What follows belongs to an exercise in optimizing a design on an open flow for small area; a production flow would make more cautious choices.
In this exercise RTL edits were held to simulation tests only and were not proved equivalent to the original.
Power is estimated from default activity; no workload was simulated.

==> flow/flow/run.sh <==
#!/bin/bash
# Standard ORFS layout (the standard.sh), with the port buffers inserted
# by buffer_ports made from the smallest buffer cell instead of the default.
set -euo pipefail
export BUFFER_PORTS_ARGS="-buffer_cell sky130_fd_sc_hd__buf_1"
bash standard.sh > flow_orfs.log 2>&1
==> flow/standard.sh <==
#!/bin/bash
# synth_recipe.tcl (not shown) runs the flow's synth.tcl, then flattens the netlist and writes it again
# the make line also repeats each setting of config.mk as NAME=value (left out here)
make -C /OpenROAD-flow-scripts/flow DESIGN_CONFIG=/design/flow/config.mk WORK_HOME=/design/flow/orfs CLKGATE_MAP_FILE= SYNTH_SCRIPT=/design/flow/synth_recipe.tcl "${@:-finish}"
==> flow/config.mk <==
export PLATFORM = sky130hd
export DESIGN_NAME = smv16b
export DESIGN_NICKNAME = smv16b
export VERILOG_FILES = /design/flow/design.v
export SDC_FILE = /design/flow/constraint.sdc
export NUM_CORES = 4
export LEC_CHECK = 0
export CAP_MARGIN = 20
export CORE_MARGIN = 2
export CORE_UTILIZATION = 40
export CTS_BUF_LIST = sky130_fd_sc_hd__clkbuf_4
export CTS_CLUSTER_DIAMETER = 40
export CTS_CLUSTER_SIZE = 8
export SLEW_MARGIN = 20
==> flow/constraint.sdc <==
create_clock -name core_clock -period 10.0 [get_ports {clk}]
set_input_delay 2.0000 -clock core_clock [delete_from_list [all_inputs] [get_ports {clk}]]
set_output_delay 2.0000 -clock core_clock [all_outputs]
set_load 0.01 [all_outputs]
==> flow/design.v <==
module full_adder(
	output	s,
	output	co,  
	input	a,
	input	b,
	input	ci	 
);
	wire x;
	wire y;
	wire z;
	assign x = a ^ b;
	assign s = x ^ ci;
	assign y = x & ci;
	assign z = a & b;
	assign co = y | z;
endmodule
module adder32b(
	output	[31:0]	s,
	output	co,  
	input	[31:0]	a,
	input	[31:0]	b,
	input	ci	 
);
	wire [31:0] carry;
	assign co = carry[31];
		full_adder g0(
			.a(a[0]),
			.b(b[0]),
			.s(s[0]),
			.ci(ci),
			.co(carry[0])
		);
		full_adder g1(
			.a(a[1]),
			.b(b[1]),
			.s(s[1]),
			.ci(carry[0]),
			.co(carry[1])
		);
		full_adder g2(
			.a(a[2]),
			.b(b[2]),
			.s(s[2]),
			.ci(carry[1]),
			.co(carry[2])
		);
		full_adder g3(
			.a(a[3]),
			.b(b[3]),
			.s(s[3]),
			.ci(carry[2]),
			.co(carry[3])
		);
		full_adder g4(
			.a(a[4]),
			.b(b[4]),
			.s(s[4]),
			.ci(carry[3]),
			.co(carry[4])
		);
		full_adder g5(
			.a(a[5]),
			.b(b[5]),
			.s(s[5]),
			.ci(carry[4]),
			.co(carry[5])
		);
		full_adder g6(
			.a(a[6]),
			.b(b[6]),
			.s(s[6]),
			.ci(carry[5]),
			.co(carry[6])
		);
		full_adder g7(
			.a(a[7]),
			.b(b[7]),
			.s(s[7]),
			.ci(carry[6]),
			.co(carry[7])
		);
		full_adder g8(
			.a(a[8]),
			.b(b[8]),
			.s(s[8]),
			.ci(carry[7]),
			.co(carry[8])
		);
		full_adder g9(
			.a(a[9]),
			.b(b[9]),
			.s(s[9]),
			.ci(carry[8]),
			.co(carry[9])
		);
		full_adder g10(
			.a(a[10]),
			.b(b[10]),
			.s(s[10]),
			.ci(carry[9]),
			.co(carry[10])
		);
		full_adder g11(
			.a(a[11]),
			.b(b[11]),
			.s(s[11]),
			.ci(carry[10]),
			.co(carry[11])
		);
		full_adder g12(
			.a(a[12]),
			.b(b[12]),
			.s(s[12]),
			.ci(carry[11]),
			.co(carry[12])
		);
		full_adder g13(
			.a(a[13]),
			.b(b[13]),
			.s(s[13]),
			.ci(carry[12]),
			.co(carry[13])
		);
		full_adder g14(
			.a(a[14]),
			.b(b[14]),
			.s(s[14]),
			.ci(carry[13]),
			.co(carry[14])
		);
		full_adder g15(
			.a(a[15]),
			.b(b[15]),
			.s(s[15]),
			.ci(carry[14]),
			.co(carry[15])
		);
		full_adder g16(
			.a(a[16]),
			.b(b[16]),
			.s(s[16]),
			.ci(carry[15]),
			.co(carry[16])
		);
		full_adder g17(
			.a(a[17]),
			.b(b[17]),
			.s(s[17]),
			.ci(carry[16]),
			.co(carry[17])
		);
		full_adder g18(
			.a(a[18]),
			.b(b[18]),
			.s(s[18]),
			.ci(carry[17]),
			.co(carry[18])
		);
		full_adder g19(
			.a(a[19]),
			.b(b[19]),
			.s(s[19]),
			.ci(carry[18]),
			.co(carry[19])
		);
		full_adder g20(
			.a(a[20]),
			.b(b[20]),
			.s(s[20]),
			.ci(carry[19]),
			.co(carry[20])
		);
		full_adder g21(
			.a(a[21]),
			.b(b[21]),
			.s(s[21]),
			.ci(carry[20]),
			.co(carry[21])
		);
		full_adder g22(
			.a(a[22]),
			.b(b[22]),
			.s(s[22]),
			.ci(carry[21]),
			.co(carry[22])
		);
		full_adder g23(
			.a(a[23]),
			.b(b[23]),
			.s(s[23]),
			.ci(carry[22]),
			.co(carry[23])
		);
		full_adder g24(
			.a(a[24]),
			.b(b[24]),
			.s(s[24]),
			.ci(carry[23]),
			.co(carry[24])
		);
		full_adder g25(
			.a(a[25]),
			.b(b[25]),
			.s(s[25]),
			.ci(carry[24]),
			.co(carry[25])
		);
		full_adder g26(
			.a(a[26]),
			.b(b[26]),
			.s(s[26]),
			.ci(carry[25]),
			.co(carry[26])
		);
		full_adder g27(
			.a(a[27]),
			.b(b[27]),
			.s(s[27]),
			.ci(carry[26]),
			.co(carry[27])
		);
		full_adder g28(
			.a(a[28]),
			.b(b[28]),
			.s(s[28]),
			.ci(carry[27]),
			.co(carry[28])
		);
		full_adder g29(
			.a(a[29]),
			.b(b[29]),
			.s(s[29]),
			.ci(carry[28]),
			.co(carry[29])
		);
		full_adder g30(
			.a(a[30]),
			.b(b[30]),
			.s(s[30]),
			.ci(carry[29]),
			.co(carry[30])
		);
		full_adder g31(
			.a(a[31]),
			.b(b[31]),
			.s(s[31]),
			.ci(carry[30]),
			.co(carry[31])
		);
endmodule
module smv16b(
	output	[15:0]	dout_inst,
	output	reg [15:0]	dout_avg,
	input 	[15:0]	din,
	input 	run,
	input	sysrst,
	input	clk
);
	localparam [5:0] S_IDLE = 6'd0;
	localparam [5:0] S_POLL = 6'd1;
	localparam [5:0] S_F1   = 6'd3;    
	localparam [5:0] S_F20  = 6'd22;   
	localparam [5:0] S_F34  = 6'd6;    
	localparam [3:0] C_0    = 4'd0;
	localparam [3:0] C_13   = 4'd4;
	reg [5:0]  t;
	reg [3:0]  c;
	reg        clr;     
	reg        pend;    
	reg [15:0] ring [0:13];
	reg [15:0] n, d;
	reg [19:0] acc;
	wire rst   = ~sysrst;
	wire load  = (t == S_F1);
	wire swap  = pend & (c == C_0);
	wire cwrap = (c == C_13);
	wire [15:0] tap = ring[13];
	wire keep  = ~swap & ~clr;
	wire n_din = sysrst & load;
	wire n_tap = sysrst & swap;
	wire n_hld = sysrst & ~load & ~swap;
	wire d_new = sysrst & load;
	wire d_hld = sysrst & ~load;
	wire [5:0] t_lfsr = {t[4:0], ~(t[5] ^ t[4])};
	wire [3:0] c_lfsr = {c[2:0], ~(c[3] ^ c[2])};
	wire        init = (t == S_F20);
	wire [19:0] opa  = ({20{init}} & {4'b0, d}) | ({20{~init}} & acc);
	wire [19:0] opb  = {4'b0, ({16{init}} & n) | ({16{~init}} & tap)};
	wire [19:0] sum;
	wire [20:0] cy;
	assign cy[0] = 1'b0;
	genvar k;
	generate
		for (k = 0; k < 20; k = k + 1) begin : g_add
			assign sum[k]  = opa[k] ^ opb[k] ^ cy[k];
			assign cy[k+1] = (opa[k] & opb[k]) | (opa[k] & cy[k]) | (opb[k] & cy[k]);
		end
	endgenerate
	assign dout_inst = d;
	integer i;
	always @(posedge clk) begin
		for (i = 13; i > 0; i = i - 1)
			ring[i] <= ring[i-1];
		ring[0] <= ({16{swap}} & n) | ({16{keep}} & tap);
	end
	always @(posedge clk) begin
		if (rst) begin
			t    <= S_IDLE;
			c    <= C_0;
			clr  <= 1'b1;
			pend <= 1'b0;
		end else begin
			if (t == S_F34)
				t <= S_POLL;
			else if (t == S_POLL && !run)
				t <= S_IDLE;
			else
				t <= t_lfsr;
			if (cwrap || swap)
				c <= C_0;
			else
				c <= c_lfsr;
			if (cwrap)
				clr <= 1'b0;
			if (load)
				pend <= 1'b1;
			else if (swap)
				pend <= 1'b0;
		end
	end
	always @(posedge clk) begin
		n <= ({16{n_din}} & din) | ({16{n_tap}} & tap) | ({16{n_hld}} & n);
		d <= ({16{d_new}} & n) | ({16{d_hld}} & d);
	end
	always @(posedge clk) begin
		acc <= sum;
		if (t == S_F34 && sysrst)
			dout_avg <= sum[19:4];
	end
endmodule
==> results of run 1 <==
-- where the power goes --
part / switching [W] / internal [W]
Sequential: 0.00000724 / 0.00123
Combinational: 0.0000218 / 0.0000127
Clock: 0.000382 / 0.000301
-- area by class of cell --
type / count / share of cell area
Sequential cell: 304 / 0.688
Timing Repair Buffer: 54 / 0.0240
Clock inverter: 6 / 0.00621
Multi-Input combinational cell: 203 / 0.190
Antenna cell: 1 / 0.000276
Tap cell: 270 / 0.0372
Inverter: 9 / 0.00372
Clock buffer: 60 / 0.0496
-- stage by stage --
step | total power, W | instances
final | 0.00195 | 907
after global routing | 0.00204 | 907
after CTS | 0.00199 | 906
after detailed placement | 0.00130 | 840
after global placement | 0.00130 | 840
after floorplan | 0.00128 | 536
-- Yosys cell counts, types with 13 or more instances --
| cell type | number |
|---|---|
| nand3_1 | 18 |
| a221o_1 | 16 |
| edfxtp_1 | 16 |
| fa_1 | 15 |
| mux2_1 | 20 |
| nor2_1 | 22 |
| nand2b_1 | 16 |
| a22o_1 | 16 |
| dfxtp_1 | 288 |
| nand2_1 | 18 |
| o21ai_0 | 13 |
-- metal layers --
metal  up-vias  wire [um]  share of wire
li1       1976          -              -
met1      1946       6410           0.47
met2        91       6170           0.45
met3        30        659          0.048
met4         0        364          0.027
met5         -          0              0
-- flip-flops by register name (all words and copies together) (netlist names), 4 cells and up --
register,cells
c,4
t,6
ring,224
n,16
d,16
acc,20
dout_avg,16
-- cell families (layout without fill, tap and decap cells) --
| family | after synthesis | count (layout) |
|---|---|---|
| flip-flops | 304 | 304 |
| multiplexers | 32 | 32 |
| AO/OA/AOI/OAI | 56 | 56 |
| adder cells (fa/ha/maj) | 23 | 23 |
| AND/OR/NAND/NOR | 91 | 91 |
| other | 0 | 1 |
| buffers and inverters | 29 | 129 |
| XOR/XNOR | 1 | 1 |
-- critical path, delay by kind of cell, from the launching register on --
kind,cells,cell delay [ps]
mux,1,340
fa+ha+maj,19,7510
simple gates,2,630
xor+xnor,1,140
flops,1,390
buf+inv,2,150
-- path summary, 6_finish.rpt --
kind / start / to / slack (ps) / cells after the start
min: ring[9][0] / ring[10][0] / 310 / 0
max reg2reg: t[2] / dout_avg[15] / 620 / 25
min reg2reg: ring[9][0] / ring[10][0] / 310 / 0
max: t[2] / dout_avg[15] / 620 / 25
==> metrics.cfg, run 1 <==
[outcome]
outcome=timing/DRC/antenna clean

[synthesis]
syn_avg_cell_area_um2=15.1
ys_seq_area_frac=0.769
async_reset_ff_frac=0
syn-num-nets=578
ys_types=37
syn_area_um2=8120
synth-edff-count=16
synth_top_family_by_area=simple AND/OR/NAND/NOR gates
yosys_warnings=2
syn_inst=536
synth_compound_area_frac=0.0552
synth_top_area_frac=0.710
synth-simple-area-share=0.0599
synth_xor_area_frac=0.00108
muxShareOfSynthArea=0.0464
ys_ff_latch=304
synth_fa_ha_area_frac=0.0493
synthFlopType=dfxtp_1
yosysTopAreaCell=dfxtp_1
ys_top_cells_by_area=dfxtp_1 71%, edfxtp_1 5.9%, fa_1 3.7%

[grt]
antenna_found_initial=1
grt_max_degree=34
grt_pass1_vias=4321
gr-total-overflow=0
grt-busiest-layer=met2
met2_usage=0.202
use_met3=0.0369
track_usage=0.134
grt_pass1_wl_um=22400
met1_usage=0.175

[layout]
drive_gt1_frac=0.137
fillers=1796
area_delta_synth_final_pct=11.7
fin_nets=659
fin_util=0.451
final_common_cell=dfxtp_1
layout_common_cells=288 x dfxtp_1, 60 x clkbuf_4, 50 x buf_1, 21 x nor2_1, 20 x mux2_1
multi_input_area_um2=1730
ff_latch_area_um2=6250
fin_area_um2=9070

[timing]
rsz0062_at_grt=false
fmax_ghz=0.107
setup_viol=0
finalClockSkew_ps=33.4
hold_violations=0
min_period_ps=9380
fin_tns_setup_ps=0
slew_headroom=0.372
tightest_slew_ps=938
drv_slew=0
post-route-period-util=0.938
whs_ps=310
layout_setup_ws_ps=621

[die]
die_x_um=146
die_area_um2=21500
io_pins=51
rows=52
initial_core_util=0.404
chipHeight_um=146
core_um2=20100

[routing]
firstDrtPassIters=4
remaining_drc_errors=0
num_vias=4043
viasPerCell=4.46
drtAntennaViolNets=0
drt-total-wl_um=13600
drt_iter0_drc=213
wl_per_cell_um=15.0

[placed_design]
portBuffers=50
place_ws_ps=589
post_dp_cell_area_um2=8560
dp_hpwl_um=8400
gp_congestion=0.734

[clock_tree]
cts.sinks=304
cts_tree=built
cts_setup_buffers=0
clock_path_buffers=3
cts_root_buffer=clkbuf_4
cts_hold_buffers=0
h-tree-depth=2
numCtsBuffers=45
cts-resized-gates=0
path_clk_slew_ps=100
insertion_delay_ps=630

[critical_path]
worstPathRequired_ps=10370
cp-end-kind=flop
critPathKind=flop to flop
worstPathArrival_ps=9750
crit_path_start_kind=flop
path_max_fanout=7
crit_slowest_cell=fa_1
slowest_delay_ps=500
crit_top_cell=fa_1

[pwr]
power_leakage_nw=3.63
p_per_area_nw_per_um2=215
max-vdd-ir-drop_v=0.0000754

[hold_path]
min_path_type=flop to flop

[run]
drv_cap=0

==> run 2: changes to the inputs <==
==> flow/flow/run.sh (replaced) <==
#!/bin/bash
# The standard ORFS layout (standard.sh) with two changes:
#  - synthesis maps the combinational logic with an area-oriented ABC script
#    (flow/abc_area.script) instead of ORFS's speed script; everything else
#    in synthesis (incl. -nofsm -noshare, flatten, rename) is unchanged, so the
#    registers are the standard synthesis's;
#  - the port buffers inserted by buffer_ports use the smallest buffer cell.
# Each tool's output goes to a log file in this folder.
set -euo pipefail
W=$(pwd)
# synthesis script: synth_recipe.tcl, sourcing a copy of ORFS's synth.tcl whose
# abc call uses our ABC script
sed 's#^  log_cmd abc {\*}\$abc_args#  set abc_args [lreplace $abc_args 1 1 '"$W"'/flow/abc_area.script]\n  log_cmd abc {*}$abc_args#' \
  "$FLOW_HOME/scripts/synth.tcl" > "$W/synth_area.tcl"
grep -q "flow/abc_area.script" "$W/synth_area.tcl"
sed "s#source \$::env(SCRIPTS_DIR)/synth.tcl#source $W/synth_area.tcl#" synth_recipe.tcl > "$W/synth_recipe_area.tcl"
grep -q "synth_area.tcl" "$W/synth_recipe_area.tcl"
sed "s#SYNTH_SCRIPT=[^ ]*#SYNTH_SCRIPT=$W/synth_recipe_area.tcl#" standard.sh > "$W/standard_area.sh"
grep -q "synth_recipe_area.tcl" "$W/standard_area.sh"
export BUFFER_PORTS_ARGS="-buffer_cell sky130_fd_sc_hd__buf_1"
bash "$W/standard_area.sh" > "$W/flow_orfs.log" 2>&1
==> flow/flow/abc_area.script (new file) <==
strash
dch -f
amap
topo
dnsize
--- a/flow/config.mk
+++ b/flow/config.mk
@@ -8,7 +8,8 @@
 export CAP_MARGIN = 20
 export CORE_MARGIN = 2
-export CORE_UTILIZATION = 40
-export CTS_BUF_LIST = sky130_fd_sc_hd__clkbuf_4
-export CTS_CLUSTER_DIAMETER = 40
-export CTS_CLUSTER_SIZE = 8
+export CORE_UTILIZATION = 70
+export CTS_BUF_LIST = sky130_fd_sc_hd__clkbuf_16
+export CTS_CLUSTER_DIAMETER = 100
+export CTS_CLUSTER_SIZE = 30
+export PLACE_DENSITY = 0.8
 export SLEW_MARGIN = 20
==> run 2 against run 1 <==
- total power is 4.8% higher
- highest routed layer unchanged
- clock power is 8.0% lower
- routed wire length is 1.3% lower
- synthesized cell count is 0.75% higher
- core utilization is 34 points higher
- flip-flop and latch count stayed put
- critical endpoint unchanged
==> metrics.cfg, run 2 <==
[timing]
tightest_slew_ps=1050
fin_tns_setup_ps=0
min_period_ps=9380
finalClockSkew_ps=39.4
fmax_ghz=0.107
layout_setup_ws_ps=623
post-route-period-util=0.938
setup_viol=0
rsz0062_at_grt=false
slew_headroom=0.300
drv_slew=0
hold_violations=0

[layout]
largest_registers=ring (224), acc (20)
layout_common_cells=288 x dfxtp_1, 83 x clkinv_1, 50 x buf_1, 49 x o22ai_1, 26 x nor2_1
area_delta_synth_final_pct=10.8
drive_gt1_frac=0.0357
largest_reg_flops=224
fin_util=0.794
final_common_cell=dfxtp_1
regMostFlops=ring
fin_area_um2=8560
antennaDiodeCount=0
fillers=595
fin_nets=653

[grt]
grt_pass1_wl_um=20900
grt_max_degree=49
track_usage=0.231
antenna_found_initial=0
gr-total-overflow=0
grt_pass1_vias=4122

[routing]
remaining_drc_errors=0
num_vias=4039
drtAntennaViolNets=0
drt-total-wl_um=13400
firstDrtPassIters=7
drt_iter0_drc=311
wl_per_cell_um=17.7
viasPerCell=5.34

[pwr]
max-vdd-ir-drop_v=0.000205
power_leakage_nw=3.25
p_per_area_nw_per_um2=239
design_power_total_w=0.00205

[clock_tree]
numCtsBuffers=14
cts_tree=built
cts.sinks=304
clock_path_buffers=3
path_clk_slew_ps=110
cts_setup_buffers=0
cts-resized-gates=0
h-tree-depth=1
cts_root_buffer=clkbuf_16
insertion_delay_ps=480
cts_hold_buffers=0

[critical_path]
ff2ff_path_depth=28
critPathKind=flop to flop
crit_family=adder cells
worstPathArrival_ps=9620
cp-end-kind=flop
worstPathRequired_ps=10240
crit_buf_inv=3
slowest_delay_ps=480
crit_top_cell=fa_1
rr_endpoint=dout_avg[15]
path_depth=28
reg2reg_slack_ps=620
rr_startpoint=t[1]
cp-startpoint=t[1]
worstSetupEndpoint=dout_avg[15]
crit_slowest_cell=fa_1
crit_path_start_kind=flop
path_max_fanout=14

[synthesis]
ys_seq_area_frac=0.808
async_reset_ff_frac=0
ys_top_cells_by_area=dfxtp_1 75%, edfxtp_1 6.2%, clkinv_1 4.0%
syn_area_um2=7730
syn_avg_cell_area_um2=14.3
ys_types=19
synthFlopType=dfxtp_1
yosysTopAreaCell=dfxtp_1
synth-edff-count=16
syn_inst=540
synth_common_cells=288 x dfxtp_1, 83 x clkinv_1, 49 x o22ai_1, 26 x nor2_1
ys_ff_latch=304
synth_top_area_frac=0.746
yosys_warnings=2
syn-num-nets=582
synth.most_common_cell=dfxtp_1

[die]
io_pins=51
die_area_um2=11900
initial_core_util=0.716
rows=38
die_x_um=109
chipHeight_um=109
core_um2=10800

[placed_design]
dp_hpwl_um=8190
portBuffers=50
place_ws_ps=716
post_dp_cell_area_um2=8140
gp_congestion=0.827

[outcome]
outcome=timing/DRC/antenna clean

[hold_path]
min_path_type=flop to flop

[run]
drv_cap=0

run 2: kinds of logic (layout without fill, tap and decap cells):
logic type,after synthesis,in the layout,share of synthesized area
AO/OA/AOI/OAI,86,86,0.0746
adder cells (fa/ha/maj),23,23,0.0518
buffers and inverters,83,160,0.0403
flip-flops,304,304,0.808
AND/OR/NAND/NOR,44,44,0.0251
run 2: final cells by class:
cell class                 instances  area, um2  share of cell area
sequential                       304       6250               0.729
multi-input combinational        153       1180               0.138
clock buffer                      15        375              0.0438
timing repair buffer              55        225              0.0263
tap                              140        175              0.0205
inverter                          83        312              0.0364
clock inverter                     7       52.6             0.00614
run 2: where the power goes:
group	switching, W	total (W)	internal [W]
logic	0.0000726	0.000122	0.0000492
clock network	0.000350	0.000629	0.000279
registers	0.0000155	0.00130	0.00128
run 2: worst min path at each step:
stage,startpoint,end,depth (start not counted)
floorplan,ring[9][0],ring[10][0],0
global placement,ring[3][7],ring[4][7],0
detailed placement,ring[5][14],ring[6][14],0
CTS,ring[5][9],ring[6][9],0
global route,ring[5][9],ring[6][9],0
finish,ring[5][9],ring[6][9],0
run 2: worst register-to-register path: cells and delay by family (launching register included):
family,cells,cell delay (ps)
flip-flops,1,380
buffers and inverters,3,520
AND/OR/NAND/NOR,3,520
AO/OA/AOI/OAI,3,270
adder cells (fa/ha/maj),19,7450
run 2: per-layer routing:
metal	vias up	track usage	wire length, um
met5	-	0	0
met4	0	0.0879	441
met3	36	0.0335	639
met2	125	0.394	6660
met1	1952	0.300	5680
li1	1926	-	-
run 2: stage by stage:
step / instances / hold slack [ps]
2_1_floorplan: 540 / 310
3_3_place_gp: 735 / 309
3_5_place_dp: 735 / 312
4_1_cts: 757 / 310
5_1_grt: 757 / 300
6_report: 757 / 309
==> run 3: changes to the inputs <==
--- a/flow/config.mk
+++ b/flow/config.mk
@@ -9,7 +9,7 @@
 export CORE_MARGIN = 2
 export CORE_UTILIZATION = 70
-export CTS_BUF_LIST = sky130_fd_sc_hd__clkbuf_16
-export CTS_CLUSTER_DIAMETER = 100
-export CTS_CLUSTER_SIZE = 30
+export CTS_BUF_LIST = sky130_fd_sc_hd__clkbuf_8
+export CTS_CLUSTER_DIAMETER = 60
+export CTS_CLUSTER_SIZE = 19
 export PLACE_DENSITY = 0.8
 export SLEW_MARGIN = 20
==> run 3 against run 2 <==
- total power decreased by 6.3%
- hold slack improved by 7.6 ps
- sequential share of layout area is 1.1 points higher
- critical endpoint unchanged
- critical path depth is the same
- die area stayed put
- clock skew down 12 ps
- first-iteration DRC count is 17% lower
- core utilization fell by 1.2 points
- global-route usage decreased by 1.3 points
- register-to-register slack better by 90 ps
==> metrics.cfg, run 3 <==
[critical_path]
crit_path_start_kind=flop
cp-end-kind=flop
crit_slowest_cell=fa_1
critPathKind=flop to flop
slowest_delay_ps=480
path_max_fanout=14
crit_top_cell=fa_1
cp-startpoint=t[1]
worstPathRequired_ps=10250
worstPathArrival_ps=9530
rr_startpoint=t[1]

[timing]
post-route-period-util=0.928
layout_setup_ws_ps=715
min_period_ps=9280
tightest_slew_ps=1050
finalClockSkew_ps=27.5
whs_ps=316
drv_slew=0
hold_violations=0
setup_viol=0
fin_tns_setup_ps=0
slew_headroom=0.301
fmax_ghz=0.108
rsz0062_at_grt=false

[grt]
track_usage=0.218
grt_pass1_wl_um=19800
antenna_found_initial=0
gr-total-overflow=0
grt_max_degree=49
grt_pass1_vias=4067

[synthesis]
syn_inst=540
syn_avg_cell_area_um2=14.3
synth.most_common_cell=dfxtp_1
syn_area_um2=7730
synth_common_cells=288 x dfxtp_1, 83 x clkinv_1, 49 x o22ai_1, 26 x nor2_1
ys_ff_latch=304
synth-edff-count=16
yosys_warnings=2
async_reset_ff_frac=0
ys_types=19
synthFlopType=dfxtp_1
ys_top_cells_by_area=dfxtp_1 75%, edfxtp_1 6.2%, clkinv_1 4.0%
ys_seq_area_frac=0.808
syn-num-nets=582
yosysTopAreaCell=dfxtp_1
synth_top_area_frac=0.746

[layout]
fin_util=0.782
fin_nets=658
area_delta_synth_final_pct=9.15
layout_common_cells=288 x dfxtp_1, 83 x clkinv_1, 50 x buf_1, 49 x o22ai_1, 26 x nor2_1
drive_gt1_frac=0.0401
antennaDiodeCount=0
final_common_cell=dfxtp_1
largest_registers=ring (224), acc (20)
final_cells=764
largest_reg_flops=224
fillers=616
regMostFlops=ring

[routing]
wl_met3_um=564
num_vias=3928
highest_layer=met4
wl_per_cell_um=16.4
wl_met1_um=5480
dr_wl_met2_um=6120
remaining_drc_errors=0
drtAntennaViolNets=0
viasPerCell=5.14
drt-total-wl_um=12500
firstDrtPassIters=7
drt_iter0_drc=258

[clock_tree]
path_clk_slew_ps=120
clock_path_buffers=3
cts_tree=built
insertion_delay_ps=510
cts-resized-gates=0
cts_hold_buffers=0
cts.sinks=304
cts_root_buffer=clkbuf_8
h-tree-depth=1
numCtsBuffers=19
cts_setup_buffers=0

[outcome]
outcome=timing/DRC/antenna clean

[pwr]
power_frac_comb=0.061
p_int_w=0.00151
seqPwrFrac=0.675
p_sw_w=0.000413
p_per_area_nw_per_um2=227
power_leakage_nw=3.21
max-vdd-ir-drop_v=0.000183
sw_frac_of_total=0.215
clkPwrFrac=0.264

[placed_design]
gp_congestion=0.827
place_ws_ps=716
dp_hpwl_um=8190
portBuffers=50
dp.cells=735

[die]
core_um2=10800
initial_core_util=0.716
chipHeight_um=109
die_area_um2=11900
rows=38
die_x_um=109
io_pins=51

[run]
drv_cap=0

[hold_path]
min_path_type=flop to flop
min_from=ring[4][7]

-- run 3: cell counts after synthesis --
No cell type changed its count.
-- run 3: per-layer routing --
| layer | track usage | up-vias |
|---|---|---|
| met2 | 0.366 | 99 |
| li1 | - | 1929 |
| met4 | 0.0806 | 0 |
| met1 | 0.287 | 1874 |
| met3 | 0.0353 | 26 |
| met5 | 0 | - |
-- run 3: critical path, delay by kind of cell (launching register included) --
kind | cells | cell delay (ps)
compound gates | 3 | 280
buf+inv | 3 | 490
simple gates | 3 | 510
fa+ha+maj | 19 | 7380
flops | 1 | 380
-- run 3: cell type report --
cell class,count,area (um2),share of cell area
multi-input combinational,153,1180,0.140
clock buffer,19,262,0.0310
timing repair buffer,55,225,0.0267
sequential,304,6250,0.740
inverter,83,312,0.0369
clock inverter,10,37.5,0.00445
tap,140,175,0.0208
-- run 3: cell families (layout without fill, tap and decap cells) --
family / Yosys count / in the layout / synth area share
DFF: 304 / 304 / 0.808
adders and majority gates: 23 / 23 / 0.0518
and+or+nand+nor: 44 / 44 / 0.0251
buffers and inverters: 83 / 167 / 0.0403
AOI/OAI and AO/OA: 86 / 86 / 0.0746
-- run 3: path summary, 6_finish.rpt --
check / to / slack (ps) / cells past startpoint
hold reg to reg: ring[5][7] / 320 / 0
hold / removal: ring[5][7] / 320 / 0
setup reg to reg: dout_avg[15] / 720 / 28
setup / recovery: dout_avg[15] / 720 / 28
-- run 3: stage by stage --
step | area [um2] | power [W]
floorplan | 7740 | 0.00139
global placement | 8140 | 0.00143
detailed placement | 8140 | 0.00144
CTS | 8440 | 0.00193
global route | 8440 | 0.00199
finish | 8440 | 0.00192
-- run 3: power groups by stage --
stage,Combinational [W],Clock (W),Sequential (W)
detailed placement,0.000116,0,0.00132
CTS,0.000116,0.000519,0.00129
global route,0.000131,0.000563,0.00130
global placement,0.000107,0,0.00132
floorplan,0.0000767,0,0.00132
finish,0.000117,0.000507,0.00129
==> run 4: changes to the inputs <==
--- a/flow/config.mk
+++ b/flow/config.mk
@@ -11,5 +11,5 @@
 export CTS_BUF_LIST = sky130_fd_sc_hd__clkbuf_8
 export CTS_CLUSTER_DIAMETER = 60
-export CTS_CLUSTER_SIZE = 19
+export CTS_CLUSTER_SIZE = 16
 export PLACE_DENSITY = 0.8
 export SLEW_MARGIN = 20
==> run 4 against run 3 <==
- clock-buffer cell count increased by 4
- maximum frequency is essentially flat
- combinational power about the same
- clock power grew 8.3%
- register-to-register slack is essentially flat
- sequential power about the same
==> metrics.cfg, run 4 <==
[critical_path]
crit_buf_inv=3
crit_path_start_kind=flop
crit_slowest_cell=fa_1
critPathKind=flop to flop
worstPathRequired_ps=10260
worstPathArrival_ps=9550
path_max_fanout=48
cp-end-kind=flop
reg2reg_slack_ps=710
crit_family=adder cells
crit_top_cell=fa_1
slowest_delay_ps=480

[synthesis]
syn-num-nets=582
synthFlopType=dfxtp_1
synth_top_area_frac=0.746
ys_types=19
ys_ff_latch=304
synth_common_cells=288 x dfxtp_1, 83 x clkinv_1, 49 x o22ai_1, 26 x nor2_1
ys_seq_area_frac=0.808
syn_inst=540
yosys_warnings=2
yosysTopAreaCell=dfxtp_1
syn_area_um2=7730
syn_avg_cell_area_um2=14.3
synth.most_common_cell=dfxtp_1
ys_top_cells_by_area=dfxtp_1 75%, edfxtp_1 6.2%, clkinv_1 4.0%
synth-edff-count=16
async_reset_ff_frac=0

[die]
die_x_um=109
initial_core_util=0.716
io_pins=51
die_area_um2=11900
rows=38
chipHeight_um=109
core_um2=10800

[grt]
track_usage=0.219
antenna_found_initial=0
grt_pass1_wl_um=19800
gr-total-overflow=0
grt_pass1_vias=4133
grt_max_degree=49

[timing]
tightest_slew_ps=1040
rsz0062_at_grt=false
finalClockSkew_ps=23.0
post-route-period-util=0.929
min_period_ps=9290
hold_violations=0
setup_viol=0
drv_slew=0
fin_tns_setup_ps=0
fmax_ghz=0.108
slew_headroom=0.308

[routing]
num_vias=3927
viasPerCell=5.12
firstDrtPassIters=5
remaining_drc_errors=0
wl_per_cell_um=16.5
drtAntennaViolNets=0
drt-total-wl_um=12700
drt_iter0_drc=297

[layout]
fin_area_um2=8490
drive_gt1_frac=0.0463
final_common_cell=dfxtp_1
area_delta_synth_final_pct=9.81
fin_util=0.786
layout_common_cells=288 x dfxtp_1, 83 x clkinv_1, 50 x buf_1, 49 x o22ai_1, 26 x nor2_1
largest_registers=ring (224), acc (20)
largest_reg_flops=224
fin_nets=661
antennaDiodeCount=0
regMostFlops=ring

[placed_design]
gp_congestion=0.827
portBuffers=50
post_dp_cell_area_um2=8140
dp_hpwl_um=8190

[pwr]
power_leakage_nw=3.24
max-vdd-ir-drop_v=0.000173
p_per_area_nw_per_um2=231
design_power_total_w=0.00196

[clock_tree]
clock_path_buffers=3
h-tree-depth=1
cts_tree=built
cts_setup_buffers=0
path_clk_slew_ps=100
numCtsBuffers=22
cts_root_buffer=clkbuf_8
insertion_delay_ps=520
cts.sinks=304
cts_hold_buffers=0
cts-resized-gates=0

[outcome]
outcome=timing/DRC/antenna clean

[run]
drv_cap=0

[hold_path]
min_path_type=flop to flop

[run 4: final timing paths]
kind / startpoint / endpoint / cells after the start
hold reg to reg: ring[4][7] / ring[5][7] / 0
hold / removal: ring[4][7] / ring[5][7] / 0
setup reg to reg: t[1] / dout_avg[15] / 27
setup / recovery: t[1] / dout_avg[15] / 27
[run 4: final cells by class]
class	instances	area, um2
clock buffers	23	317
well taps	140	175
clock inverters	9	33.8
multi-input cells	153	1180
repair buffers	55	225
flip-flops and latches	304	6250
inverters	83	312
fillers	625	2310
[run 4: kinds of logic (layout without fill, tap and decap cells)]
logic type / Yosys count / after routing / synth area share
simple gates: 44 / 44 / 0.0251
compound gates: 86 / 86 / 0.0746
flops: 304 / 304 / 0.808
buf+inv: 83 / 170 / 0.0403
fa+ha+maj: 23 / 23 / 0.0518
[run 4: per-stage QoR]
stage | instances | setup WS (ps) | hold WS, ps
6_report | 767 | 707 | 319
5_1_grt | 767 | 241 | 330
4_1_cts | 767 | 694 | 322
3_5_place_dp | 735 | 716 | 312
3_3_place_gp | 735 | 840 | 309
2_1_floorplan | 540 | 270 | 310
[run 4: worst register-to-register path, stage by stage, from the launching register on]
cell and delay [ps]:
dfxtp_1 370, nand4_1 190, nor2b_4 170, buf_4 400, o22ai_1 160, ha_1 240
fa_1 420, clkinv_1 80, fa_1 180, clkinv_1 90, fa_1 460, fa_1 470
fa_1 460, fa_1 450, fa_1 460, fa_1 460, fa_1 460, fa_1 460
fa_1 480, fa_1 460, fa_1 460, fa_1 460, fa_1 430, ha_1 210
ha_1 200, ha_1 200, a21oi_1 110, a31oi_1 70
[run 4: where the power goes]
part           internal (W)  switching (W)
registers           0.00128      0.0000153
clock network      0.000211       0.000338
logic             0.0000487      0.0000693
[run 4: layer usage]
layer,routed length (um),global-route usage,share of wire,vias up
li1,-,-,-,1937
met4,316,0.0861,0.025,0
met3,763,0.0460,0.060,33
met5,0,0,0,-
met1,5500,0.280,0.43,1849
met2,6080,0.366,0.48,108
==> run 5: changes to the inputs <==
--- a/flow/design.v
+++ b/flow/design.v
@@ -269,11 +269,12 @@
 	reg        pend;    
 	reg [15:0] ring [0:13];
-	reg [15:0] n, d;
+	reg [15:0] n_q, d;
 	reg [19:0] acc;
+	wire [15:0] tap = ring[13];
+	wire [15:0] n   = ~n_q;
 	wire rst   = ~sysrst;
 	wire load  = (t == S_F1);
 	wire swap  = pend & (c == C_0);
 	wire cwrap = (c == C_13);
-	wire [15:0] tap = ring[13];
 	wire keep  = ~swap & ~clr;
 	wire n_din = sysrst & load;
@@ -330,6 +331,6 @@
 	end
 	always @(posedge clk) begin
-		n <= ({16{n_din}} & din) | ({16{n_tap}} & tap) | ({16{n_hld}} & n);
-		d <= ({16{d_new}} & n) | ({16{d_hld}} & d);
+		n_q <= ~(({16{n_din}} & din) | ({16{n_tap}} & tap) | ({16{n_hld}} & n));
+		d   <= ({16{d_new}} & n) | ({16{d_hld}} & d);
 	end
 	always @(posedge clk) begin
--- a/flow/flow/run.sh
+++ b/flow/flow/run.sh
@@ -19,3 +19,4 @@
 grep -q "synth_recipe_area.tcl" "$W/standard_area.sh"
 export BUFFER_PORTS_ARGS="-buffer_cell sky130_fd_sc_hd__buf_1"
+export CTS_ARGS="-sink_clustering_enable -repair_clock_nets -dont_use_dummy_load -buf_list sky130_fd_sc_hd__clkbuf_8 -sink_clustering_size 19 -sink_clustering_max_diameter 60"
 bash "$W/standard_area.sh" > "$W/flow_orfs.log" 2>&1
--- a/flow/config.mk
+++ b/flow/config.mk
@@ -11,5 +11,5 @@
 export CTS_BUF_LIST = sky130_fd_sc_hd__clkbuf_8
 export CTS_CLUSTER_DIAMETER = 60
-export CTS_CLUSTER_SIZE = 16
+export CTS_CLUSTER_SIZE = 19
 export PLACE_DENSITY = 0.8
 export SLEW_MARGIN = 20
==> run 5 against run 4 <==
- global-route usage is 0.11 points higher
- hold slack improved by 11 ps
- critical path depth stayed put
- cell count is 3.8% lower
- final area down 1.8%
- synthesized cell count fell by 3.0%
- routed wire length up 0.30%
- combinational power shrank 5%
- sequential share of layout area grew 1.3 points
- non-clock buffer count unchanged
- die area fell by 0.75%
- clock-buffer cell count down 4
==> metrics.cfg, run 5 <==
[outcome]
outcome=timing/DRC/antenna clean

[clock_tree]
cts_hold_buffers=0
cts-resized-gates=0
cts_root_buffer=clkbuf_8
path_clk_slew_ps=110
h-tree-depth=1
insertion_delay_ps=520
cts_setup_buffers=0
numCtsBuffers=19
cts.sinks=304
clock_path_buffers=3
cts_tree=built

[critical_path]
cp-startpoint=t[1]
cp-end-kind=flop
crit_path_start_kind=flop
slowest_delay_ps=490
rr_endpoint=dout_avg[15]
rr_startpoint=t[1]
path_max_fanout=48
worstPathArrival_ps=9640
crit_slowest_cell=fa_1
ff2ff_path_depth=27
worstPathRequired_ps=10250
reg2reg_slack_ps=600
critPathKind=flop to flop
crit_top_cell=fa_1

[routing]
drtAntennaViolNets=0
wl_per_cell_um=17.2
remaining_drc_errors=0
drt_iter0_drc=416
drt-total-wl_um=12700
num_vias=3957
viasPerCell=5.36
firstDrtPassIters=4

[placed_design]
dp_hpwl_um=8400
place_ws_ps=632
gp_congestion=0.822
portBuffers=50
dp.cells=719

[synthesis]
syn_area_um2=7670
yosysTopAreaCell=dfxtp_1
ys_top_cells_by_area=dfxtp_1 75%, edfxtp_1 6.3%, o22ai_1 4.0%
syn-num-nets=566
async_reset_ff_frac=0
syn_inst=524
ys_seq_area_frac=0.814
synthFlopType=dfxtp_1
syn_avg_cell_area_um2=14.6
ys_ff_latch=304
synth_common_cells=288 x dfxtp_1, 67 x clkinv_1, 49 x o22ai_1, 26 x nor2_1
synth.most_common_cell=dfxtp_1
yosys_warnings=2
synth_top_area_frac=0.752
synth-edff-count=16
ys_types=19

[layout]
final_cells=738
antennaDiodeCount=0
largest_registers=ring (224), acc (20)
area_delta_synth_final_pct=8.73
final_common_cell=dfxtp_1
largest_reg_flops=224
drive_gt1_frac=0.0418
regMostFlops=ring
fin_nets=642
layout_common_cells=288 x dfxtp_1, 67 x clkinv_1, 50 x buf_1, 49 x o22ai_1, 26 x nor2_1

[timing]
post-route-period-util=0.940
hold_violations=0
rsz0062_at_grt=false
slew_headroom=0.345
tightest_slew_ps=980
min_period_ps=9400
setup_viol=0
drv_slew=0
fin_tns_setup_ps=0
whs_ps=329
fmax_ghz=0.106
finalClockSkew_ps=22.9
layout_setup_ws_ps=604

[grt]
grt_max_degree=49
met1_usage=0.296
grt_pass1_wl_um=19600
gr-total-overflow=0
grt-busiest-layer=met2
grt_pass1_vias=4003
antenna_found_initial=0
use_met3=0.0430
met2_usage=0.361
track_usage=0.220

[die]
die_x_um=109
rows=38
core_um2=10700
chipHeight_um=109
io_pins=51
initial_core_util=0.714
die_area_um2=11800

[run]
drv_cap=0

[pwr]
max-vdd-ir-drop_v=0.000187
power_leakage_nw=3.16
p_per_area_nw_per_um2=229
design_power_total_w=0.00191

[hold_path]
whs_path_depth=0
min_from=ring[7][6]
hold_path_end=ring[8][6]
min_path_type=flop to flop

==> run 5: cells by family (layout without fill, tap and decap cells) <==
group	count (synthesis)	count (layout)	synth area share
adders and majority gates	23	23	0.0522
DFF	304	304	0.814
AOI/OAI and AO/OA	86	86	0.0752
and+or+nand+nor	44	44	0.0253
buffers and inverters	67	141	0.0328
==> run 5: worst max-delay path by stage <==
stage | depth (start not counted) | end
after floorplan | 28 | dout_avg[15]
after global placement | 28 | dout_avg[15]
after detailed placement | 28 | dout_avg[15]
after CTS | 28 | dout_avg[15]
after global routing | 28 | dout_avg[15]
final | 27 | dout_avg[15]
==> run 5: layer usage <==
metal / wire (um) / vias up
li1: - / 1890
met2: 6060 / 124
met3: 774 / 38
met1: 5510 / 1905
met5: 0 / -
met4: 356 / 0
==> run 5: power breakdown <==
| group | switching (W) | internal, W | total, W |
|---|---|---|---|
| Combinational | 0.0000652 | 0.0000471 | 0.000112 |
| Clock | 0.000327 | 0.000173 | 0.000499 |
| Sequential | 0.0000172 | 0.00128 | 0.00130 |
| Total | 0.000409 | 0.00150 | 0.00191 |
==> run 5: area by class of cell <==
type | instances | area, um2
flip-flops and latches | 304 | 6250
fillers | 648 | 2410
multi-input cells | 153 | 1180
clock buffers | 19 | 262
inverters | 67 | 251
repair buffers | 55 | 225
well taps | 140 | 175
==> run 5: metrics by stage <==
step                 util  instance area, um2
floorplan               -                7680
global placement    0.752                8080
detailed placement  0.752                8080
CTS                 0.776                8340
global route        0.776                8340
finish              0.776                8340
==> run 5: worst max-delay path: cells and delay by family (launching register included) <==
| family | cells | cell delay, ps |
|---|---|---|
| buffers and inverters | 3 | 570 |
| adder cells (fa/ha/maj) | 19 | 7470 |
| AO/OA/AOI/OAI | 3 | 330 |
| AND/OR/NAND/NOR | 2 | 370 |
| flip-flops | 1 | 390 |
==> run 6: changes to the inputs <==
--- a/flow/config.mk
+++ b/flow/config.mk
@@ -6,5 +6,5 @@
 export NUM_CORES = 4
 export LEC_CHECK = 0
-export CAP_MARGIN = 20
+export CAP_MARGIN = 5
 export CORE_MARGIN = 2
 export CORE_UTILIZATION = 70
@@ -13,3 +13,3 @@
 export CTS_CLUSTER_SIZE = 19
 export PLACE_DENSITY = 0.8
-export SLEW_MARGIN = 20
+export SLEW_MARGIN = 5
==> run 6 against run 5 <==
- register-to-register slack is essentially flat
- clock skew stayed put
- non-clock buffer count unchanged
- sequential power about the same
- routed wire length is the same
- core utilization is the same
- first-iteration DRC count unchanged
- combinational power about the same
- largest power group unchanged
==> metrics.cfg, run 6 <==
[synthesis]
synth-edff-count=16
synthFlopType=dfxtp_1
synth_common_cells=288 x dfxtp_1, 67 x clkinv_1, 49 x o22ai_1, 26 x nor2_1
synth_compound_area_frac=0.0752
syn_area_um2=7670
synth.most_common_cell=dfxtp_1
ys_ff_latch=304
synth_fa_ha_area_frac=0.0522
syn_avg_cell_area_um2=14.6
synth_top_family_by_area=compound AO/OA/AOI/OAI gates
yosysTopAreaCell=dfxtp_1
syn_inst=524
ys_seq_area_frac=0.814
syn-num-nets=566
async_reset_ff_frac=0
ys_types=19
synth_top_area_frac=0.752
synth-simple-area-share=0.0253
synth_xor_area_frac=0
ys_top_cells_by_area=dfxtp_1 75%, edfxtp_1 6.3%, o22ai_1 4.0%
muxShareOfSynthArea=0
yosys_warnings=2

[timing]
min_period_ps=9400
whs_ps=329
rsz0062_at_grt=false
fin_tns_setup_ps=0
hold_violations=0
drv_slew=0
fmax_ghz=0.106
finalClockSkew_ps=22.9
setup_viol=0
post-route-period-util=0.940
tightest_slew_ps=980
slew_headroom=0.345

[layout]
final_cells=738
fillers=648
drive_gt1_frac=0.0418
final_common_cell=dfxtp_1
fin_nets=642
layout_common_cells=288 x dfxtp_1, 67 x clkinv_1, 50 x buf_1, 49 x o22ai_1, 26 x nor2_1
area_delta_synth_final_pct=8.73
ff_latch_area_um2=6250
regMostFlops=ring
largest_registers=ring (224), acc (20)
antennaDiodeCount=0
fin_util=0.776
largest_reg_flops=224
multi_input_area_um2=1180

[critical_path]
ff2ff_path_depth=27
crit_top_cell=fa_1
worstSetupEndpoint=dout_avg[15]
crit_path_start_kind=flop
crit_slowest_cell=fa_1
critPathKind=flop to flop
worstPathRequired_ps=10250
rr_endpoint=dout_avg[15]
rr_startpoint=t[1]
reg2reg_slack_ps=600
path_max_fanout=48
worstPathArrival_ps=9640
slowest_delay_ps=490
cp-startpoint=t[1]
cp-end-kind=flop

[routing]
drtAntennaViolNets=0
num_vias=3957
viasPerCell=5.36
highest_layer=met4
remaining_drc_errors=0
wl_met1_um=5510
drt_iter0_drc=416
dr_wl_met2_um=6060
drt-total-wl_um=12700
wl_per_cell_um=17.2
wl_met3_um=774
firstDrtPassIters=4

[pwr]
power_leakage_nw=3.16
p_per_area_nw_per_um2=229
design_power_total_w=0.00191
max-vdd-ir-drop_v=0.000187

[placed_design]
dp_hpwl_um=8400
gp_congestion=0.822
portBuffers=50
dp.cells=719

[run]
drv_cap=0

[die]
die_x_um=109
initial_core_util=0.714
io_pins=51
rows=38
chipHeight_um=109
die_area_um2=11800
core_um2=10700

[grt]
grt_pass1_vias=4003
grt_max_degree=49
grt_pass1_wl_um=19600
gr-total-overflow=0
track_usage=0.220
antenna_found_initial=0

[clock_tree]
cts_tree=built
h-tree-depth=1
clock_path_buffers=3
cts-resized-gates=0
numCtsBuffers=19
cts_root_buffer=clkbuf_8
path_clk_slew_ps=110
cts.sinks=304
insertion_delay_ps=520
cts_hold_buffers=0
cts_setup_buffers=0

[outcome]
outcome=timing/DRC/antenna clean

[hold_path]
min_path_type=flop to flop
whs_path_depth=0

-- run 6: worst min-delay path by stage --
stage,from,end
floorplan,ring[9][0],ring[10][0]
global placement,ring[7][13],ring[8][13]
detailed placement,ring[12][4],ring[13][4]
CTS,ring[8][13],ring[9][13]
global route,ring[3][2],ring[4][2]
finish,ring[7][6],ring[8][6]
-- run 6: cells by family (layout without fill, tap and decap cells) --
kind of cell    after synthesis  after routing
simple gates                 44             44
compound gates               86             86
fa+ha+maj                    23             23
flops                       304            304
buf+inv                      67            141
-- run 6: power breakdown --
| group | internal, W | switching [W] | leakage [nW] |
|---|---|---|---|
| sequential | 0.00128 | 0.0000172 | 2.47 |
| clock | 0.000173 | 0.000327 | 0.137 |
| combinational | 0.0000471 | 0.0000652 | 0.547 |
| total | 0.00150 | 0.000409 | 3.16 |
-- run 6: metal layers --
layer | vias to the layer above | track usage
li1 | 1890 | -
met2 | 124 | 0.361
met5 | - | 0
met1 | 1905 | 0.296
met3 | 38 | 0.0430
met4 | 0 | 0.0788
-- run 6: through the flow --
step / area, um2 / setup WS, ps
detailed placement: 8080 / 632
floorplan: 7680 / 277
CTS: 8340 / 593
global route: 8340 / 164
finish: 8340 / 604
global placement: 8080 / 820
-- run 6: area by class of cell --
cell class                 count  area share
sequential                   304       0.749
inverter                      67      0.0302
clock buffer                  19      0.0314
multi-input combinational    153       0.141
tap                          140      0.0210
timing repair buffer          55      0.0270
-- run 6: worst max-delay path: cells and delay by family (launching register included) --
family,cells,cell delay [ps]
adders and majority gates,19,7470
DFF,1,390
AOI/OAI and AO/OA,3,330
and+or+nand+nor,2,370
buffers and inverters,3,570
==> run 7: changes to the inputs <==
--- a/flow/flow/run.sh
+++ b/flow/flow/run.sh
@@ -19,4 +19,3 @@
 grep -q "synth_recipe_area.tcl" "$W/standard_area.sh"
 export BUFFER_PORTS_ARGS="-buffer_cell sky130_fd_sc_hd__buf_1"
-export CTS_ARGS="-sink_clustering_enable -repair_clock_nets -dont_use_dummy_load -buf_list sky130_fd_sc_hd__clkbuf_8 -sink_clustering_size 19 -sink_clustering_max_diameter 60"
 bash "$W/standard_area.sh" > "$W/flow_orfs.log" 2>&1
--- a/flow/config.mk
+++ b/flow/config.mk
@@ -6,5 +6,5 @@
 export NUM_CORES = 4
 export LEC_CHECK = 0
-export CAP_MARGIN = 5
+export CAP_MARGIN = 20
 export CORE_MARGIN = 2
 export CORE_UTILIZATION = 70
@@ -13,3 +13,3 @@
 export CTS_CLUSTER_SIZE = 19
 export PLACE_DENSITY = 0.8
-export SLEW_MARGIN = 5
+export SLEW_MARGIN = 20
==> run 7 against run 6 <==
- still clean on timing, DRC and antenna
- area after synthesis unchanged
- core utilization is 0.24 points higher
- critical path depth is the same
- clock skew down 6.8 ps
- via count increased by 0.23%
- routed wire length about the same
- worst setup slack improved by 18 ps
- clock power increased by 2%
- die area is the same
- first-iteration DRC count is 3.1% lower
- maximum frequency is 0.20% higher
- combinational power about the same
- critical path type unchanged
- largest cell class unchanged
- highest routed layer unchanged
==> metrics.cfg, run 7 <==
[clock_tree]
insertion_delay_ps=520
h-tree-depth=1
path_clk_slew_ps=110
cts_tree=built
numCtsBuffers=19
cts-resized-gates=0
cts_setup_buffers=0
cts.sinks=304
cts_root_buffer=clkbuf_8
clock_path_buffers=3
cts_hold_buffers=0

[synthesis]
ys_seq_area_frac=0.814
ys_ff_latch=304
syn_area_um2=7670
syn-num-nets=566
synth_common_cells=288 x dfxtp_1, 67 x clkinv_1, 49 x o22ai_1, 26 x nor2_1
synthFlopType=dfxtp_1
ys_top_cells_by_area=dfxtp_1 75%, edfxtp_1 6.3%, o22ai_1 4.0%
yosysTopAreaCell=dfxtp_1
synth.most_common_cell=dfxtp_1
async_reset_ff_frac=0
yosys_warnings=2
synth-edff-count=16
ys_types=19
synth_top_area_frac=0.752
syn_avg_cell_area_um2=14.6
syn_inst=524

[layout]
antennaDiodeCount=0
largest_registers=ring (224), acc (20)
largest_reg_flops=224
fillers=646
multi_input_area_um2=1180
area_delta_synth_final_pct=9.07
fin_util=0.778
regMostFlops=ring
drive_gt1_frac=0.0413
fin_nets=642
layout_common_cells=288 x dfxtp_1, 67 x clkinv_1, 50 x buf_1, 49 x o22ai_1, 26 x nor2_1
final_common_cell=dfxtp_1
ff_latch_area_um2=6250

[timing]
whs_ps=325
drv_slew=0
rsz0062_at_grt=false
fin_tns_setup_ps=0
layout_setup_ws_ps=623
finalClockSkew_ps=16.1
post-route-period-util=0.938
setup_viol=0
slew_headroom=0.355
fmax_ghz=0.107
min_period_ps=9380
hold_violations=0
tightest_slew_ps=965

[routing]
drtAntennaViolNets=0
viasPerCell=5.32
remaining_drc_errors=0
drt-total-wl_um=12700
firstDrtPassIters=5
num_vias=3966
drt_iter0_drc=403
wl_per_cell_um=17.0

[pwr]
power_leakage_nw=3.19
max-vdd-ir-drop_v=0.000188
p_per_area_nw_per_um2=229
seqPwrFrac=0.676
sw_frac_of_total=0.216
p_sw_w=0.000415
design_power_total_w=0.00192
p_int_w=0.00150
clkPwrFrac=0.265
power_frac_comb=0.059

[critical_path]
crit_family=adder cells
path_max_fanout=48
critPathKind=flop to flop
path_depth=27
crit_path_start_kind=flop
crit_top_cell=fa_1
worstPathRequired_ps=10250
crit_slowest_cell=fa_1
worstPathArrival_ps=9630
crit_buf_inv=3
slowest_delay_ps=490
cp-end-kind=flop
ff2ff_path_depth=27

[grt]
antenna_found_initial=0
gr-total-overflow=0
grt_pass1_vias=4013
track_usage=0.220
grt_pass1_wl_um=19700
grt_max_degree=49

[placed_design]
place_ws_ps=632
portBuffers=50
dp_hpwl_um=8400
gp_congestion=0.822

[die]
die_x_um=109
rows=38
core_um2=10700
die_area_um2=11800
io_pins=51
chipHeight_um=109
initial_core_util=0.714

[outcome]
outcome=timing/DRC/antenna clean

[hold_path]
min_path_type=flop to flop
whs_path_depth=0

[run]
drv_cap=0

run 7: cell types whose count changed in the layout (fill, tap and decap cells not counted), sizes merged:
cell,before,now
inv,0,7
run 7: metal layers:
layer  wire (um)  global-route usage  vias to the layer above
met1        5480               0.296                     1918
met4         375              0.0815                        0
met5           0                   0                        -
met3         790              0.0460                       37
met2        6040               0.358                      121
li1            -                   -                     1890
run 7: logic make-up after synthesis:
| group | Yosys count | synth area share |
|---|---|---|
| adder cells (fa/ha/maj) | 23 | 0.0522 |
| flip-flops | 304 | 0.814 |
| AND/OR/NAND/NOR | 44 | 0.0253 |
| AO/OA/AOI/OAI | 86 | 0.0752 |
| buffers and inverters | 67 | 0.0328 |
run 7: worst register-to-register path, stage by stage (launching register included):
cell and delay, ps:
dfxtp_1 390, nand4_1 190, nor2b_4 180, buf_4 410
o22ai_1 170, ha_1 240, fa_1 430, clkinv_1 70
fa_1 170, clkinv_1 90, fa_1 460, fa_1 460
fa_1 460, fa_1 460, fa_1 460, fa_1 460
fa_1 460, fa_1 460, fa_1 470, fa_1 470
fa_1 490, fa_1 480, fa_1 430, ha_1 200
ha_1 200, ha_1 210, a21oi_1 110, a31oi_1 70
run 7: power groups by stage:
stage	clock network [W]	logic [W]	registers, W
after CTS	0.000521	0.000113	0.00130
after floorplan	0	0.0000750	0.00132
final	0.000508	0.000113	0.00130
after detailed placement	0	0.000113	0.00132
after global routing	0.000564	0.000128	0.00130
after global placement	0	0.000103	0.00132
run 7: final cells by class:
cell class              count  share of cell area
flip-flops and latches    304               0.747
well taps                 140              0.0209
repair buffers             55              0.0269
clock buffers              19              0.0313
clock inverters             7             0.00314
multi-input cells         153               0.141
inverters                  67              0.0301
run 7: final timing paths:
path               start            to  slack, ps
max reg2reg         t[1]  dout_avg[15]        620
min          ring[8][13]   ring[9][13]        320
max                 t[1]  dout_avg[15]        620
min reg2reg  ring[8][13]   ring[9][13]        320
run 7: stage by stage:
step,area [um2],cells
after floorplan,7680,524
after global placement,8080,719
after detailed placement,8080,719
after CTS,8360,745
after global routing,8360,745
final,8360,745
==> run 8: changes to the inputs <==
--- a/flow/flow/run.sh
+++ b/flow/flow/run.sh
@@ -19,3 +19,4 @@
 grep -q "synth_recipe_area.tcl" "$W/standard_area.sh"
 export BUFFER_PORTS_ARGS="-buffer_cell sky130_fd_sc_hd__buf_1"
+export CTS_ARGS="-sink_clustering_enable -repair_clock_nets -dont_use_dummy_load -buf_list {sky130_fd_sc_hd__clkbuf_4 sky130_fd_sc_hd__clkbuf_8} -sink_clustering_buffer sky130_fd_sc_hd__clkbuf_8 -root_buf sky130_fd_sc_hd__clkbuf_4 -sink_clustering_size 20 -sink_clustering_max_diameter 50"
 bash "$W/standard_area.sh" > "$W/flow_orfs.log" 2>&1
==> run 8 against run 7 <==
- area after synthesis unchanged
- die area unchanged
- critical path depth is 1 higher
- register-to-register slack gained 20 ps
- largest cell class unchanged
==> metrics.cfg, run 8 <==
[grt]
grt_pass1_wl_um=19900
use_met3=0.0406
antenna_found_initial=0
met1_usage=0.303
grt-busiest-layer=met2
grt_pass1_vias=3986
met2_usage=0.363
gr-total-overflow=0
track_usage=0.221
grt_max_degree=49

[placed_design]
gp_congestion=0.822
portBuffers=50
dp_hpwl_um=8400

[routing]
drtAntennaViolNets=0
wl_per_cell_um=17.1
num_vias=3928
drt-total-wl_um=12600
remaining_drc_errors=0
drt_iter0_drc=389
viasPerCell=5.32
firstDrtPassIters=5

[timing]
hold_violations=0
fin_tns_setup_ps=0
slew_headroom=0.355
finalClockSkew_ps=29.4
rsz0062_at_grt=false
post-route-period-util=0.936
fmax_ghz=0.107
setup_viol=0
drv_slew=0
tightest_slew_ps=964
min_period_ps=9360

[synthesis]
syn_avg_cell_area_um2=14.6
yosysTopAreaCell=dfxtp_1
synthFlopType=dfxtp_1
synth_common_cells=288 x dfxtp_1, 67 x clkinv_1, 49 x o22ai_1, 26 x nor2_1
syn_inst=524
async_reset_ff_frac=0
ys_top_cells_by_area=dfxtp_1 75%, edfxtp_1 6.3%, o22ai_1 4.0%
yosys_warnings=2
synth-edff-count=16
ys_seq_area_frac=0.814
ys_types=19
synth_top_area_frac=0.752
syn-num-nets=566
ys_ff_latch=304
synth.most_common_cell=dfxtp_1
syn_area_um2=7670

[die]
io_pins=51
die_area_um2=11800
core_um2=10700
die_x_um=109
initial_core_util=0.714
rows=38
chipHeight_um=109

[clock_tree]
h-tree-depth=1
cts-resized-gates=0
numCtsBuffers=19
cts_hold_buffers=0
insertion_delay_ps=590
cts_root_buffer=clkbuf_4
cts_setup_buffers=0
path_clk_slew_ps=110
clock_path_buffers=3
cts_tree=built
cts.sinks=304

[critical_path]
crit_path_start_kind=flop
critPathKind=flop to flop
reg2reg_slack_ps=640
worstPathArrival_ps=9690
path_max_fanout=48
crit_top_cell=fa_1
slowest_delay_ps=490
cp-end-kind=flop
crit_slowest_cell=fa_1
rr_endpoint=dout_avg[15]
ff2ff_path_depth=28
rr_startpoint=t[0]
worstPathRequired_ps=10330

[hold_path]
min_from=ring[11][3]
hold_path_end=ring[12][3]
whs_path_depth=0
min_path_type=flop to flop

[layout]
layout_common_cells=288 x dfxtp_1, 67 x clkinv_1, 50 x buf_1, 49 x o22ai_1, 26 x nor2_1
drive_gt1_frac=0.0418
fin_nets=642
ff_latch_area_um2=6250
largest_reg_flops=224
area_delta_synth_final_pct=8.48
antennaDiodeCount=0
fin_util=0.774
fillers=654
final_common_cell=dfxtp_1
regMostFlops=ring
multi_input_area_um2=1180
largest_registers=ring (224), acc (20)

[pwr]
clkPwrFrac=0.253
seqPwrFrac=0.687
p_per_area_nw_per_um2=227
p_int_w=0.00148
power_frac_comb=0.060
max-vdd-ir-drop_v=0.000168
sw_frac_of_total=0.214
p_sw_w=0.000403
power_leakage_nw=3.15

[run]
drv_cap=0

[outcome]
outcome=timing/DRC/antenna clean

==> run 8: cell counts after synthesis <==
Identical to the previous run, type by type.
==> run 8: cell type report <==
cell class | count | share of cell area
multi-input cells | 153 | 0.142
clock buffers | 19 | 0.0292
flip-flops and latches | 304 | 0.751
inverters | 67 | 0.0302
well taps | 140 | 0.0211
repair buffers | 55 | 0.0271
==> run 8: kinds of logic (layout without fill, tap and decap cells) <==
family                   count (synthesis)  count (layout)  synth area share
adder cells (fa/ha/maj)                 23              23            0.0522
AO/OA/AOI/OAI                           86              86            0.0752
buffers and inverters                   67             141            0.0328
AND/OR/NAND/NOR                         44              44            0.0253
flip-flops                             304             304             0.814
==> run 8: power groups by stage <==
stage	Combinational [W]	Sequential [W]	Clock [W]
after detailed placement	0.000113	0.00132	0
final	0.000113	0.00130	0.000477
after global placement	0.000103	0.00132	0
after floorplan	0.0000750	0.00132	0
after global routing	0.000129	0.00130	0.000535
after CTS	0.000113	0.00130	0.000490
==> run 8: metal layers <==
layer	vias up	routed length [um]	share of wire
met5	-	0	0
met4	0	239	0.019
met3	21	712	0.057
met2	105	6140	0.49
met1	1913	5510	0.44
li1	1889	-	-
==> run 8: worst max-delay path: cells and delay by family (launching register included) <==
kind,cells,cell delay [ps]
fa+ha+maj,19,7480
buf+inv,4,630
flops,1,340
compound gates,3,330
simple gates,2,330
==> run 8: how the worst max path moves through the flow <==
| stage | from | end | slack, ps | depth (start not counted) |
|---|---|---|---|---|
| after floorplan | t[1] | dout_avg[15] | 280 | 28 |
| after CTS | t[0] | dout_avg[15] | 640 | 29 |
| after detailed placement | t[1] | dout_avg[15] | 630 | 28 |
| final | t[0] | dout_avg[15] | 640 | 28 |
| after global routing | t[1] | dout_avg[15] | 230 | 28 |
| after global placement | t[1] | dout_avg[15] | 820 | 28 |
==> run 8: stage by stage <==
stage | setup WS [ps] | hold slack (ps) | std cells | power (W) | cell area (um2)
after global routing | 228 | 318 | 738 | 0.00196 | 8320
final | 639 | 330 | 738 | 0.00189 | 8320
after CTS | 641 | 326 | 738 | 0.00190 | 8320
after floorplan | 277 | 310 | 524 | 0.00139 | 7680
after detailed placement | 632 | 312 | 719 | 0.00144 | 8080
after global placement | 820 | 311 | 719 | 0.00142 | 8080
==> run 9: changes to the inputs <==
--- a/flow/flow/run.sh
+++ b/flow/flow/run.sh
@@ -19,4 +19,4 @@
 grep -q "synth_recipe_area.tcl" "$W/standard_area.sh"
 export BUFFER_PORTS_ARGS="-buffer_cell sky130_fd_sc_hd__buf_1"
-export CTS_ARGS="-sink_clustering_enable -repair_clock_nets -dont_use_dummy_load -buf_list {sky130_fd_sc_hd__clkbuf_4 sky130_fd_sc_hd__clkbuf_8} -sink_clustering_buffer sky130_fd_sc_hd__clkbuf_8 -root_buf sky130_fd_sc_hd__clkbuf_4 -sink_clustering_size 20 -sink_clustering_max_diameter 50"
+export CTS_ARGS="-sink_clustering_enable -repair_clock_nets -dont_use_dummy_load -buf_list {sky130_fd_sc_hd__clkbuf_4 sky130_fd_sc_hd__clkbuf_8} -sink_clustering_buffer sky130_fd_sc_hd__clkbuf_8 -root_buf sky130_fd_sc_hd__clkbuf_4 -sink_clustering_size 21 -sink_clustering_max_diameter 40"
 bash "$W/standard_area.sh" > "$W/flow_orfs.log" 2>&1
==> run 9 against run 8 <==
- core utilization up 0.51 points
- first-iteration DRC count down 26%
- die area unchanged
- final area up 0.66%
- clock skew up 26 ps
- sequential power about the same
- synthesized cell count unchanged
- via count up 0.48%
==> metrics.cfg, run 9 <==
[layout]
area_delta_synth_final_pct=9.20
largest_reg_flops=224
fin_nets=646
antennaDiodeCount=0
layout_common_cells=288 x dfxtp_1, 67 x clkinv_1, 50 x buf_1, 49 x o22ai_1, 26 x nor2_1
regMostFlops=ring
drive_gt1_frac=0.0482
largest_registers=ring (224), acc (20)
final_common_cell=dfxtp_1
fillers=647

[critical_path]
worstPathArrival_ps=9800
cp-end-kind=flop
reg2reg_slack_ps=580
ff2ff_path_depth=27
rr_startpoint=t[1]
rr_endpoint=dout_avg[15]
worstPathRequired_ps=10380
crit_path_start_kind=flop
critPathKind=flop to flop
path_max_fanout=48

[synthesis]
synthFlopType=dfxtp_1
syn-num-nets=566
yosys_warnings=2
synth_top_area_frac=0.752
ys_seq_area_frac=0.814
syn_area_um2=7670
syn_inst=524
syn_avg_cell_area_um2=14.6
ys_ff_latch=304
ys_top_cells_by_area=dfxtp_1 75%, edfxtp_1 6.3%, o22ai_1 4.0%
yosysTopAreaCell=dfxtp_1
ys_types=19
synth_common_cells=288 x dfxtp_1, 67 x clkinv_1, 49 x o22ai_1, 26 x nor2_1
synth.most_common_cell=dfxtp_1
async_reset_ff_frac=0
synth-edff-count=16

[placed_design]
gp_congestion=0.822
place_ws_ps=632
dp_hpwl_um=8400
portBuffers=50

[pwr]
seqPwrFrac=0.672
clkPwrFrac=0.269
sw_frac_of_total=0.213
p_sw_w=0.000411
max-vdd-ir-drop_v=0.000170
p_int_w=0.00152
p_per_area_nw_per_um2=230
power_frac_comb=0.059
design_power_total_w=0.00193
power_leakage_nw=3.18

[hold_path]
whs_path_depth=0
min_from=ring[9][5]
min_path_type=flop to flop
hold_path_end=ring[10][5]

[die]
initial_core_util=0.714
chipHeight_um=109
core_um2=10700
die_area_um2=11800
io_pins=51
rows=38
die_x_um=109

[routing]
firstDrtPassIters=4
drt-total-wl_um=12600
remaining_drc_errors=0
drt_iter0_drc=288
drtAntennaViolNets=0
num_vias=3947
wl_per_cell_um=17.0
viasPerCell=5.32

[timing]
hold_violations=0
min_period_ps=9420
finalClockSkew_ps=55.5
drv_slew=0
layout_setup_ws_ps=578
slew_headroom=0.346
rsz0062_at_grt=false
post-route-period-util=0.942
setup_viol=0
fmax_ghz=0.106
tightest_slew_ps=978
fin_tns_setup_ps=0

[clock_tree]
cts_setup_buffers=0
cts_tree=built
path_clk_slew_ps=110
cts-resized-gates=0
cts_root_buffer=clkbuf_4
numCtsBuffers=23
insertion_delay_ps=630
cts_hold_buffers=0
cts.sinks=304
h-tree-depth=1
clock_path_buffers=3

[grt]
grt_pass1_wl_um=19700
grt_pass1_vias=4006
track_usage=0.220
antenna_found_initial=1
gr-total-overflow=0
grt_max_degree=49

[run]
drv_cap=0

[outcome]
outcome=timing/DRC/antenna clean

==> run 9: cell types whose count changed in the layout (fill, tap and decap cells not counted), sizes merged <==
cell / before / now
clkbuf: 19 / 23
==> run 9: power by group through the flow <==
| stage | registers, W | clock network (W) | logic, W |
|---|---|---|---|
| 3_3_place_gp | 0.00132 | 0 | 0.000103 |
| 5_1_grt | 0.00130 | 0.000576 | 0.000128 |
| 4_1_cts | 0.00130 | 0.000532 | 0.000113 |
| 2_1_floorplan | 0.00132 | 0 | 0.0000750 |
| 3_5_place_dp | 0.00132 | 0 | 0.000113 |
| 6_report | 0.00130 | 0.000519 | 0.000113 |
==> run 9: per-layer routing <==
layer | wire length, um | global-route usage | up-vias
met5 | 0 | 0 | -
met4 | 296 | 0.0668 | 0
met3 | 810 | 0.0472 | 27
met2 | 6130 | 0.363 | 112
met1 | 5380 | 0.296 | 1913
li1 | - | - | 1895
==> run 9: worst max-delay path by stage <==
stage / depth (start not counted) / slack, ps / start / to
floorplan: 28 / 280 / t[1] / dout_avg[15]
global placement: 28 / 820 / t[1] / dout_avg[15]
global route: 28 / 150 / t[1] / dout_avg[15]
finish: 27 / 580 / t[1] / dout_avg[15]
CTS: 28 / 580 / t[1] / dout_avg[15]
detailed placement: 28 / 630 / t[1] / dout_avg[15]
==> run 9: cell families (layout without fill, tap and decap cells) <==
group,count (synthesis),count (layout),synth area share
DFF,304,304,0.814
AOI/OAI and AO/OA,86,86,0.0752
buffers and inverters,67,145,0.0328
and+or+nand+nor,44,44,0.0253
adders and majority gates,23,23,0.0522
==> run 9: metrics by stage <==
stage	cell area, um2	util	hold slack (ps)	instances
final	8370	0.779	283	742
after global routing	8370	0.779	279	742
after detailed placement	8080	0.752	312	719
after global placement	8080	0.752	311	719
after floorplan	7680	-	310	524
after CTS	8370	0.779	285	742
==> run 9: cell type report <==
type / count / area, um2 / share of cell area
sequential: 304 / 6250 / 0.746
multi-input combinational: 153 / 1180 / 0.141
clock buffer: 23 / 298 / 0.0356
inverter: 67 / 251 / 0.0300
timing repair buffer: 55 / 225 / 0.0269
tap: 140 / 175 / 0.0209
==> run 9: worst max-delay path, stage by stage, from the launching register on <==
cell and delay (ps):
dfxtp_1 390, nand4_1 190, nor2b_4 180, buf_4 410
o22ai_1 160, ha_1 250, fa_1 430, clkinv_1 70
fa_1 170, clkinv_1 90, fa_1 460, fa_1 460
fa_1 460, fa_1 460, fa_1 460, fa_1 460
fa_1 460, fa_1 470, fa_1 470, fa_1 470
fa_1 490, fa_1 480, fa_1 430, ha_1 210
ha_1 200, ha_1 210, a21oi_1 110, a31oi_1 70

Setup slack of run 9, layout unchanged: 0.578 ns with ideal ports, 0.578 ns with driving cells assumed (clock clkbuf_16, inputs buf_2), 0.578 ns with port delays also shifted by the 0.639 ns mid clock arrival.
